What follows belongs to an exercise in optimizing a design on an open flow for small area; a production flow would make more cautious choices. Function was checked by simulation only, so behaviour that the tests miss may differ from the original. Power is estimated from default activity; no workload was simulated.

==> wip/ember <==
Design pid_periph, start of the top module:
module pid_periph (
    input  wire        clk,
    input  wire        rst,             
    input  wire [7:0]  AWADDR,
    input  wire        AWVALID,
    output wire        AWREADY,
    input  wire [31:0] WDATA,
    input  wire [3:0]  WSTRB,
    input  wire        WVALID,
    output wire        WREADY,
    output wire [1:0]  BRESP,
    output wire        BVALID,
    input  wire        BREADY,
    input  wire [7:0]  ARADDR,
    input  wire        ARVALID,
    output wire        ARREADY,
    output wire [31:0] RDATA,
    output wire [1:0]  RRESP,
    output wire        RVALID,
    input  wire        RREADY,
    output wire [31:0] mac_sub_a,
    output wire [31:0] mac_sub_b,
    output wire [31:0] mac_sub_c,
    output wire [31:0] mac_add_a,
    output wire [31:0] mac_add_b,
    output wire [31:0] mac_add_c,
    output wire [31:0] mul_a,
    output wire [31:0] mul_b,
    output wire [31:0] add_a,
    output wire [31:0] add_b,
    output wire [31:0] sub_a,
    output wire [31:0] sub_b,
    output wire [16:0] fpu_ctrl,
    input  wire [31:0] mac_sub_r,
    input  wire [31:0] mac_add_r,
    input  wire [31:0] mul_r,
    input  wire [31:0] add_r,
    input  wire [31:0] sub_r,
    input  wire [16:0] fpu_status,
    input  wire        A1,
    input  wire        B1,
    input  wire        A2,
    input  wire        B2,
    output wire        Dir_A,
    output wire        Dir_B,
    output wire        PWM_Out,
    output wire [31:0] addrb,
    output wire [31:0] dinb,
    input  wire [31:0] doutb,
    output wire        enb,
    output wire        rstb,
    output wire [3:0]  web,
    output wire [15:0] led
);
==> module pwm_generator, before the edit <==
module pwm_generator (
    input  wire        clk,
    input  wire        rst,
    input  wire [11:0] duty_lo,
    input  wire        duty_z1, duty_o1, duty_z2, duty_o2, duty_z3, duty_o3,
    input  wire        duty_s,
    output wire        Dir_A,
    output reg         Dir_B,
    output reg         PWM_Out
);
    reg [11:0] cnt;
    reg [11:0] lim;
    reg        le;
    wire small_pos = duty_z1 & duty_z2 & duty_z3;    
    wire small_neg = duty_o1 & duty_o2 & duty_o3;    
    wire is_small  = duty_s ? small_neg : small_pos;
    wire [11:0] tog;
    wire [12:0] c;
    assign tog[0] = 1'b1;
    assign c[0]   = le;
    genvar i;
    generate
        for (i = 0; i < 12; i = i + 1) begin : g_bit
            if (i > 0) begin : g_tog
                assign tog[i] = tog[i-1] & cnt[i-1];
            end
            assign c[i+1] = (lim[i] & ~cnt[i]) | (c[i] & (lim[i] | ~cnt[i]));
        end
    endgenerate
    assign Dir_A = ~Dir_B & (le | (|lim));
    always @(posedge clk) begin
        if (rst) begin
            cnt     <= 12'd0;
            lim     <= 12'd0;
            le      <= 1'b0;
            Dir_B   <= 1'b0;
            PWM_Out <= 1'b0;
        end else begin
            cnt <= cnt ^ tog;
            if (cnt == 12'd0) begin
                Dir_B <= duty_s;
                lim   <= (duty_lo ^ {12{duty_s}}) | {12{~is_small}};
                le    <= duty_s | ~small_pos;
            end
            PWM_Out <= c[12];
        end
    end
endmodule
==> module custom_bram_controller, before the edit <==
module custom_bram_controller (
    input  wire        clk,
    input  wire        rst,
    output wire        enb,
    output wire        capture,     
    output wire [31:0] addrb,
    output wire [31:0] dinb,
    output wire [3:0]  web,
    output wire        rstb
);
    reg [4:0] ring;
    always @(posedge clk) begin
        if (rst)
            ring <= 5'd0;
        else
            ring <= {ring[3:0], ~(ring[4] | ring[3])};
    end
    assign enb     = ring[1] & ~ring[2];
    assign capture = ring[1] & ~ring[2];
    assign addrb   = 32'd0;
    assign dinb    = 32'd0;
    assign web     = 4'd0;
    assign rstb    = rst;
endmodule
==> flow/config.mk <==
export PLATFORM = sky130hd
export DESIGN_NAME = pid_periph
export DESIGN_NICKNAME = pid_periph
export VERILOG_FILES = /design/flow/design.v
export SDC_FILE = /design/flow/constraint.sdc
export NUM_CORES = 4
export LEC_CHECK = 0
export CAP_MARGIN = 20
export CORE_MARGIN = 2
export CORE_UTILIZATION = 70
export GPL_TIMING_DRIVEN = 0
export PLACE_DENSITY = 0.9
export SLEW_MARGIN = 20
==> flow/constraint.sdc <==
create_clock -name core_clock -period 10.0 [get_ports {clk}]
set_input_delay 2.0000 -clock core_clock [delete_from_list [all_inputs] [get_ports {clk}]]
set_output_delay 2.0000 -clock core_clock [all_outputs]
set_load 0.01 [all_outputs]
standard.sh (not shown) runs the stock make flow with config.mk's settings and CLKGATE_MAP_FILE= SYNTH_SCRIPT=/design/flow/synth_recipe.tcl, a recipe that flattens the netlist after the stock synthesis.
==> flow/flow/run.sh <==
#!/bin/bash
# The standard layout with these changes:
# - synthesis maps logic with an area-oriented ABC script (flow/abc.script)
#   instead of ORFS's delay-oriented one; everything else in synthesis,
#   including flip-flop mapping and naming, is ORFS's own script unchanged;
# - the smallest buffer (buf_1) on every port;
# - a smaller clock tree (clkbuf_8, small sink clusters, no dummy loads);
# - pins may sit one track apart;
# - constant outputs share their tie cells;
# - placement is not timing driven, so synthesis buffers are removed by a
#   hook (flow/pre_gpl.tcl) before global placement, as timing-driven
#   placement would.
set -euo pipefail
WORK="$PWD"
rm -rf "$WORK/scripts"
cp -r "$FLOW_HOME/scripts" "$WORK/scripts"
cp "$WORK/flow/abc.script" "$WORK/scripts/abc_speed.script"
export SCRIPTS_DIR="$WORK/scripts"
export BUFFER_PORTS_ARGS="-buffer_cell sky130_fd_sc_hd__buf_1"
export CTS_ARGS="-sink_clustering_enable -repair_clock_nets -dont_use_dummy_load -buf_list sky130_fd_sc_hd__clkbuf_8 -sink_clustering_size 15 -sink_clustering_max_diameter 60"
export PLACE_PINS_ARGS="-min_distance 1 -min_distance_in_tracks"
export SKIP_REPAIR_TIE_FANOUT=1
export PRE_GLOBAL_PLACE_TCL="$WORK/flow/pre_gpl.tcl"
bash standard.sh > standard.log 2>&1
==> flow/flow/abc.script <==
&get -n
&st
&dc2
&dch -f
&nf -a -p -R 1000
&put
==> flow/flow/pre_gpl.tcl <==
remove_buffers
==> inputs of wip/quartz, as changes to wip/ember <==
- PLACE_DENSITY: 0.9 -> unset
==> inputs of wip/delta, as changes to wip/ember <==
--- a/flow/design.v
+++ b/flow/design.v
@@ -171,3 +171,3 @@
     input  wire        duty_s,
-    output wire        Dir_A,
+    output reg         Dir_A,
     output reg         Dir_B,
@@ -194,3 +194,2 @@
     endgenerate
-    assign Dir_A = ~Dir_B & (le | (|lim));
     always @(posedge clk) begin
@@ -200,2 +199,3 @@
             le      <= 1'b0;
+            Dir_A   <= 1'b0;
             Dir_B   <= 1'b0;
@@ -205,2 +205,3 @@
             if (cnt == 12'd0) begin
+                Dir_A <= ~duty_s & ~(small_pos & (duty_lo == 12'd0));
                 Dir_B <= duty_s;
@@ -224,11 +225,11 @@
 );
-    reg [4:0] ring;
+    reg [3:0] phase;
     always @(posedge clk) begin
-        if (rst)
-            ring <= 5'd0;
+        if (rst || phase == 4'd8)
+            phase <= 4'd0;
         else
-            ring <= {ring[3:0], ~(ring[4] | ring[3])};
+            phase <= phase + 4'd1;
     end
-    assign enb     = ring[1] & ~ring[2];
-    assign capture = ring[1] & ~ring[2];
+    assign enb     = (phase == 4'd2);
+    assign capture = (phase == 4'd2);
     assign addrb   = 32'd0;
--- a/flow/flow/run.sh
+++ b/flow/flow/run.sh
@@ -7,7 +7,3 @@
 # - a smaller clock tree (clkbuf_8, small sink clusters, no dummy loads);
-# - pins may sit one track apart;
-# - constant outputs share their tie cells;
-# - placement is not timing driven, so synthesis buffers are removed by a
-#   hook (flow/pre_gpl.tcl) before global placement, as timing-driven
-#   placement would.
+# - pins may sit one track apart.
 set -euo pipefail
@@ -21,4 +17,2 @@
 export PLACE_PINS_ARGS="-min_distance 1 -min_distance_in_tracks"
-export SKIP_REPAIR_TIE_FANOUT=1
-export PRE_GLOBAL_PLACE_TCL="$WORK/flow/pre_gpl.tcl"
 bash standard.sh > standard.log 2>&1
==> flow/flow/abc.script (replaced) <==
&get -n
&st
&dc2
&dch
&nf -a -p
&put
- CORE_UTILIZATION: 70 -> 60
- GPL_TIMING_DRIVEN: 0 -> unset
- PLACE_DENSITY: 0.9 -> unset
removed: flow/flow/pre_gpl.tcl
==> comparison table <==
metric	wip/delta	wip/quartz	wip/ember
Status	timing/DRC/antenna clean	timing/DRC/antenna clean	timing/DRC/antenna clean
Post-Synthesis Mean Instance Area	15.9 um^2	16.0 um^2	16.0 um^2
Proportion of cell area occupied by registers	65.9%	67.5%	67.4%
Internal Power	0.00324 W	0.00322 W	0.00322 W
R2r startpoint	u_quad.a1_ff2	u_quad.st2[0]	u_quad.a1_ff2
Global routing met1 resource utilization	39.9%	41.9%	47.7%
Initial core utilization	60.7%	70.7%	70.7%
Worst supply voltage drop on vdd	146 uV	145 uV	169 uV
Worst Slack Setup Final	5100 ps	4790 ps	5200 ps
Count of standard-cell rows	67	62	62
Multi-input gate count	686	603	603
Adder-cell share of the synthesized area	0.863%	0.682%	0.682%
Multiplexer fraction of the synthesized cell area	0.0554%	0%	0%
Post-layout net count	2354	2239	2240
Post-DR vias/cell	5.77	6.04	6.43
Endpoint with the worst hold slack	u_quad.a2_ff2	u_quad.b1_ff2	u_quad.a1_ff2
Die Outline Area	0.0353 mm^2	0.0302 mm^2	0.0302 mm^2
Buffer share of cell area	12.1%	11.9%	12.0%
Aggregate global-route resource usage	33.1%	36.5%	41.6%
Clk cell area share	2.61%	2.56%	2.56%
Power attributed to combinational cells	0.000429 W	0.000421 W	0.000441 W
Arrival time of the worst setup path	2900 ps	3210 ps	2800 ps
Antenna diode count	4	1	2
Synth unique cells	41	40	40
Final std cells w/o fill	2518	2339	2341

==> static timing again, ports no longer ideal <==
The results above use ideal ports. As a check the final layouts listed here were re-extracted and re-timed, cells and wires unchanged.
Step 1 assumes that a clkbuf_16 drives the clock port and a buf_2 every other input.
Step 2, shift: input delay + t, output delay - t, t = (earliest + latest rising clock arrival at the registers) / 2. This alone moves slack from input paths to output paths.
Three values: no drivers, after step 1, after step 2; two values: the first two.
run | t, ns | setup slack, ns | clock arrival spread, ns
wip/ember | 0.624 | 5.202 / 5.180 / 5.180 | 0.080 / 0.080
wip/quartz | 0.614 | 4.793 / 4.762 / 4.762 | 0.056 / 0.056
wip/delta | 0.639 | 5.102 / 5.078 / 5.074 | 0.056 / 0.055
After both steps every run listed still meets setup and hold. The setup slack of wip/quartz, which loses most, moves by -0.031 ns with the drivers and by -0.031 ns with both steps.
